This design comes from an exercise in tuning for small area on the open sky130 flow, not from production work.
The RTL was checked by simulation tests, not by an equivalence proof against the original design.
Power is estimated from default activity; no workload was simulated.

==> 08-10: inputs <==
==> flow/design.v <==
module RFTOP
(
input clk,
input reset,
input Reg_Write_i,
input [4:0] Read_Register_1_i,
input [4:0] Read_Register_2_i,
input [4:0] Write_Register_i,
input [31:0] Write_Data_i,
output [31:0] Read_Data_1_o,
output [31:0] Read_Data_2_o
);
logic [31:0] regs [31:1];
logic [31:1] valid;
logic [31:1] we;
logic [31:1] sel1, sel2;
logic [31:0] rd1, rd2;
always_comb
	for (int i = 1; i < 32; i++) begin
		we[i]   = Reg_Write_i && (Write_Register_i == 5'(i));
		sel1[i] = valid[i] && (Read_Register_1_i == 5'(i));
		sel2[i] = valid[i] && (Read_Register_2_i == 5'(i));
	end
always_ff @(posedge clk, negedge reset)
	if (!reset) valid <= '0;
	else        valid <= valid | we;
always_ff @(posedge clk)
	for (int i = 1; i < 32; i++)
		if (we[i]) regs[i] <= Write_Data_i;
always_comb begin
	rd1 = '0;
	rd2 = '0;
	for (int i = 1; i < 32; i++) begin
		rd1 = rd1 | ({32{sel1[i]}} & regs[i]);
		rd2 = rd2 | ({32{sel2[i]}} & regs[i]);
	end
end
assign Read_Data_1_o = rd1;
assign Read_Data_2_o = rd2;
endmodule
==> flow/run.sh <==
#!/bin/bash
# synth_recipe.tcl (not shown) runs the flow's synth.tcl, then flattens the netlist and writes it again
# the make line also repeats each setting of config.mk as NAME=value (left out here)
make -C /OpenROAD-flow-scripts/flow DESIGN_CONFIG=/design/flow/config.mk WORK_HOME=/design/flow/orfs CLKGATE_MAP_FILE= SYNTH_SCRIPT=/design/flow/synth_recipe.tcl finish
==> flow/config.mk <==
export PLATFORM = sky130hd
export DESIGN_NAME = RFTOP
export DESIGN_NICKNAME = RFTOP
export VERILOG_FILES = /design/flow/design.v
export SDC_FILE = /design/flow/constraint.sdc
export NUM_CORES = 4
export LEC_CHECK = 0
export CAP_MARGIN = 20
export CORE_MARGIN = 2
export CORE_UTILIZATION = 35
export PLACE_DENSITY = 0.55
export SLEW_MARGIN = 20
==> flow/constraint.sdc <==
create_clock -name core_clock -period 6.0 [get_ports {clk}]
set_input_delay 1.2000 -clock core_clock [delete_from_list [all_inputs] [get_ports {clk}]]
set_output_delay 1.2000 -clock core_clock [all_outputs]
set_load 0.01 [all_outputs]
==> 12-11 (differences from 08-10) <==
==> flow/design.v, changed modules only <==
module rf_aoi222 (input a0, b0, a1, b1, a2, b2, output y);
	assign y = ~((a0 & b0) | (a1 & b1) | (a2 & b2));
endmodule
module rf_nand2 (input a0, b0, output y);
	assign y = ~(a0 & b0);
endmodule
module rf_or11n (input [3:0] a, input [3:0] b, input [2:0] c, output y);
	assign y = ~(&a) | ~(&b) | ~(&c);
endmodule
module rf_rdbit (input [31:1] sel, input [31:1] d, output y);
	logic [10:0] t;
	genvar k;
	generate
		for (k = 0; k < 10; k++) begin : g
			rf_aoi222 u (.a0(sel[3*k+1]), .b0(d[3*k+1]), .a1(sel[3*k+2]), .b1(d[3*k+2]),
			             .a2(sel[3*k+3]), .b2(d[3*k+3]), .y(t[k]));
		end
	endgenerate
	rf_nand2 u31 (.a0(sel[31]), .b0(d[31]), .y(t[10]));
	rf_or11n uo (.a(t[3:0]), .b(t[7:4]), .c(t[10:8]), .y(y));
endmodule
module rf_hold (input q, d, we, nwe, output y);
	assign y = (q & nwe) | (d & we);
endmodule
module RFTOP
(
input clk,
input reset,
input Reg_Write_i,
input [4:0] Read_Register_1_i,
input [4:0] Read_Register_2_i,
input [4:0] Write_Register_i,
input [31:0] Write_Data_i,
output [31:0] Read_Data_1_o,
output [31:0] Read_Data_2_o
);
logic [31:0] regs [31:1];
logic [31:0] nxt [31:1];
logic [31:1] valid;
logic [31:1] we, nwe;
logic [31:1] sel1, sel2;
always_comb
	for (int i = 1; i < 32; i++) begin
		we[i]   = Reg_Write_i && (Write_Register_i == 5'(i));
		nwe[i]  = !we[i];
		sel1[i] = valid[i] && (Read_Register_1_i == 5'(i));
		sel2[i] = valid[i] && (Read_Register_2_i == 5'(i));
	end
always_ff @(posedge clk, negedge reset)
	if (!reset) valid <= '0;
	else        valid <= valid | we;
genvar i, b;
generate
	for (i = 1; i < 32; i++) begin : r
		for (b = 0; b < 32; b++) begin : h
			rf_hold u (.q(regs[i][b]), .d(Write_Data_i[b]), .we(we[i]), .nwe(nwe[i]), .y(nxt[i][b]));
		end
	end
endgenerate
always_ff @(posedge clk)
	for (int j = 1; j < 32; j++)
		regs[j] <= nxt[j];
generate
	for (b = 0; b < 32; b++) begin : rb
		logic [31:1] d;
		for (i = 1; i < 32; i++) begin : c
			assign d[i] = regs[i][b];
		end
		rf_rdbit u1 (.sel(sel1), .d(d), .y(Read_Data_1_o[b]));
		rf_rdbit u2 (.sel(sel2), .d(d), .y(Read_Data_2_o[b]));
	end
endgenerate
endmodule
==> flow/flow/run.sh (new file) <==
#!/bin/bash
# Layout flow: the standard synthesis unchanged, then the standard ORFS
# layout with small port buffers, without the largest buffer cells, and
# with the drivers of high-fanout nets upsized before repair_design, so
# repair meets slew limits mostly by sizing instead of inserting buffers.
set -o pipefail
here=$(pwd)
dont_use="$(tr -s ' \n' ' ' < flow/dont_use.txt)"
bash standard.sh synth > "$here/synth.log" 2>&1 || exit 1
HF_SIZE=2 HF_MIN_FANOUT=20 bash standard.sh \
  "BUFFER_PORTS_ARGS=-buffer_cell sky130_fd_sc_hd__buf_1" \
  "DONT_USE_CELLS=$dont_use" \
  "PRE_RESIZE_TCL=$here/flow/upsize_hf.tcl" \
  finish > "$here/layout.log" 2>&1 || exit 1
==> flow/flow/dont_use.txt (new file) <==
 sky130_fd_sc_hd__probe_p_8 sky130_fd_sc_hd__probec_p_8 sky130_fd_sc_hd__lpflow_bleeder_1 sky130_fd_sc_hd__lpflow_clkbufkapwr_1 sky130_fd_sc_hd__lpflow_clkbufkapwr_16 sky130_fd_sc_hd__lpflow_clkbufkapwr_2 sky130_fd_sc_hd__lpflow_clkbufkapwr_4 sky130_fd_sc_hd__lpflow_clkbufkapwr_8 sky130_fd_sc_hd__lpflow_clkinvkapwr_1 sky130_fd_sc_hd__lpflow_clkinvkapwr_16 sky130_fd_sc_hd__lpflow_clkinvkapwr_2 sky130_fd_sc_hd__lpflow_clkinvkapwr_4 sky130_fd_sc_hd__lpflow_clkinvkapwr_8 sky130_fd_sc_hd__lpflow_decapkapwr_12 sky130_fd_sc_hd__lpflow_decapkapwr_3 sky130_fd_sc_hd__lpflow_decapkapwr_4 sky130_fd_sc_hd__lpflow_decapkapwr_6 sky130_fd_sc_hd__lpflow_decapkapwr_8 sky130_fd_sc_hd__lpflow_inputiso0n_1 sky130_fd_sc_hd__lpflow_inputiso0p_1 sky130_fd_sc_hd__lpflow_inputiso1n_1 sky130_fd_sc_hd__lpflow_inputiso1p_1 sky130_fd_sc_hd__lpflow_inputisolatch_1 sky130_fd_sc_hd__lpflow_isobufsrc_1 sky130_fd_sc_hd__lpflow_isobufsrc_16 sky130_fd_sc_hd__lpflow_isobufsrc_2 sky130_fd_sc_hd__lpflow_isobufsrc_4 sky130_fd_sc_hd__lpflow_isobufsrc_8 sky130_fd_sc_hd__lpflow_isobufsrckapwr_16 sky130_fd_sc_hd__lpflow_lsbuf_lh_hl_isowell_tap_1 sky130_fd_sc_hd__lpflow_lsbuf_lh_hl_isowell_tap_2 sky130_fd_sc_hd__lpflow_lsbuf_lh_hl_isowell_tap_4 sky130_fd_sc_hd__lpflow_lsbuf_lh_isowell_4 sky130_fd_sc_hd__lpflow_lsbuf_lh_isowell_tap_1 sky130_fd_sc_hd__lpflow_lsbuf_lh_isowell_tap_2 sky130_fd_sc_hd__lpflow_lsbuf_lh_isowell_tap_4  sky130_fd_sc_hd__buf_6 sky130_fd_sc_hd__buf_8 sky130_fd_sc_hd__buf_12 sky130_fd_sc_hd__buf_16 sky130_fd_sc_hd__bufinv_16 sky130_fd_sc_hd__bufinv_8 sky130_fd_sc_hd__bufbuf_16 sky130_fd_sc_hd__bufbuf_8 sky130_fd_sc_hd__inv_12 sky130_fd_sc_hd__inv_16 sky130_fd_sc_hd__clkinv_16 sky130_fd_sc_hd__clkdlybuf4s50_1 sky130_fd_sc_hd__clkdlybuf4s50_2 sky130_fd_sc_hd__clkdlybuf4s25_1 sky130_fd_sc_hd__clkdlybuf4s25_2 sky130_fd_sc_hd__clkdlybuf4s18_1 sky130_fd_sc_hd__clkdlybuf4s18_2 sky130_fd_sc_hd__clkdlybuf4s15_1 sky130_fd_sc_hd__clkdlybuf4s15_2
==> flow/flow/upsize_hf.tcl (new file) <==
# Upsize the drivers of high-fanout nets before repair_design, so that
# repair meets slew limits by sizing instead of inserting buffers.
set hf_size [expr {[info exists ::env(HF_SIZE)] ? $::env(HF_SIZE) : 4}]
set hf_min  [expr {[info exists ::env(HF_MIN_FANOUT)] ? $::env(HF_MIN_FANOUT) : 20}]
set block [ord::get_db_block]
set db [ord::get_db]
set n_up 0
foreach net [$block getNets] {
  if {[$net getSigType] ne "SIGNAL"} { continue }
  set iterms [$net getITerms]
  if {[llength $iterms] <= $hf_min} { continue }
  foreach it $iterms {
    if {[$it isOutputSignal]} {
      set inst [$it getInst]
      set m [[$inst getMaster] getName]
      if {[regexp {^(.*)_([0-9]+)$} $m -> base sz] && $sz < $hf_size} {
        set new [$db findMaster "${base}_${hf_size}"]
        if {$new ne "NULL"} { $inst swapMaster $new; incr n_up }
      }
    }
  }
}
puts "upsize_hf: upsized $n_up drivers to _$hf_size"
==> flow/standard.sh (new file) <==
#!/bin/bash
# synth_recipe.tcl (not shown) runs the flow's synth.tcl, then flattens the netlist and writes it again
# the make line also repeats each setting of config.mk as NAME=value (left out here)
make -C /OpenROAD-flow-scripts/flow DESIGN_CONFIG=/design/flow/config.mk WORK_HOME=/design/flow/orfs CLKGATE_MAP_FILE= SYNTH_SCRIPT=/design/flow/synth_recipe.tcl "${@:-finish}"
Settings changed: CAP_MARGIN 20 to 0, CORE_UTILIZATION 35 to 60, CTS_BUF_LIST from default to sky130_fd_sc_hd__clkbuf_16, CTS_CLUSTER_DIAMETER from default to 80, CTS_CLUSTER_SIZE from default to 25, GPL_TIMING_DRIVEN from default to 0, PLACE_DENSITY 0.55 to 0.72, SLEW_MARGIN 20 to 0, SYNTH_HIERARCHICAL from default to 1.
removed: flow/run.sh
==> notes <==
12-11 reached the layout checks and failed them: setup timing. 08-10 reached the layout checks and failed them: setup timing. Between 08-10 and 12-11, the lower synthesized cell count is in 12-11 (gap about 28%, measured against 12-11). Against 12-11, the core utilization of 08-10 is lower by 23 points. Between 08-10 and 12-11, the lower clock power is in 12-11 (gap 110%, measured against 12-11). Between 08-10 and 12-11, the lower non-clock buffer count is in 12-11 (gap 329). Of 12-11 and 08-10, 08-10 has the higher hold slack (gap 0.13 ns). Between 08-10 and 12-11, the lower die area is in 12-11 (gap about 100%, measured against 12-11). Of 08-10 and 12-11, 12-11 has the higher sequential power (gap 6.7%, measured against 12-11). Against 12-11, the global-route usage of 08-10 is lower by 5.8 points.

re-timing with driven ports:
In the flow no input, the clock included, has a driving cell. The finished layouts below were timed again as built, in two steps.
Step 1 assumes that a clkbuf_16 drives the clock port and a buf_2 every other input.
Step 2, shift: input delay + t, output delay - t, t = (earliest + latest rising clock arrival at the registers) / 2. This alone moves slack from input paths to output paths.
Three values: no drivers, after step 1, after step 2; two values: the first two.
| run | shift t [ns] | setup WS [ns] | hold slack, ns |
|---|---|---|---|
| 08-10 | 0.852 | -0.047 / -0.074 / -0.074 | 0.606 / 0.547 / 0.844 |
| 12-11 | 0.710 | -0.039 / -0.068 / -0.068 | 0.475 / 0.475 / 0.475 |
The setup slack of 12-11, which loses most, moves by -0.029 ns with the drivers and by -0.029 ns with both steps.
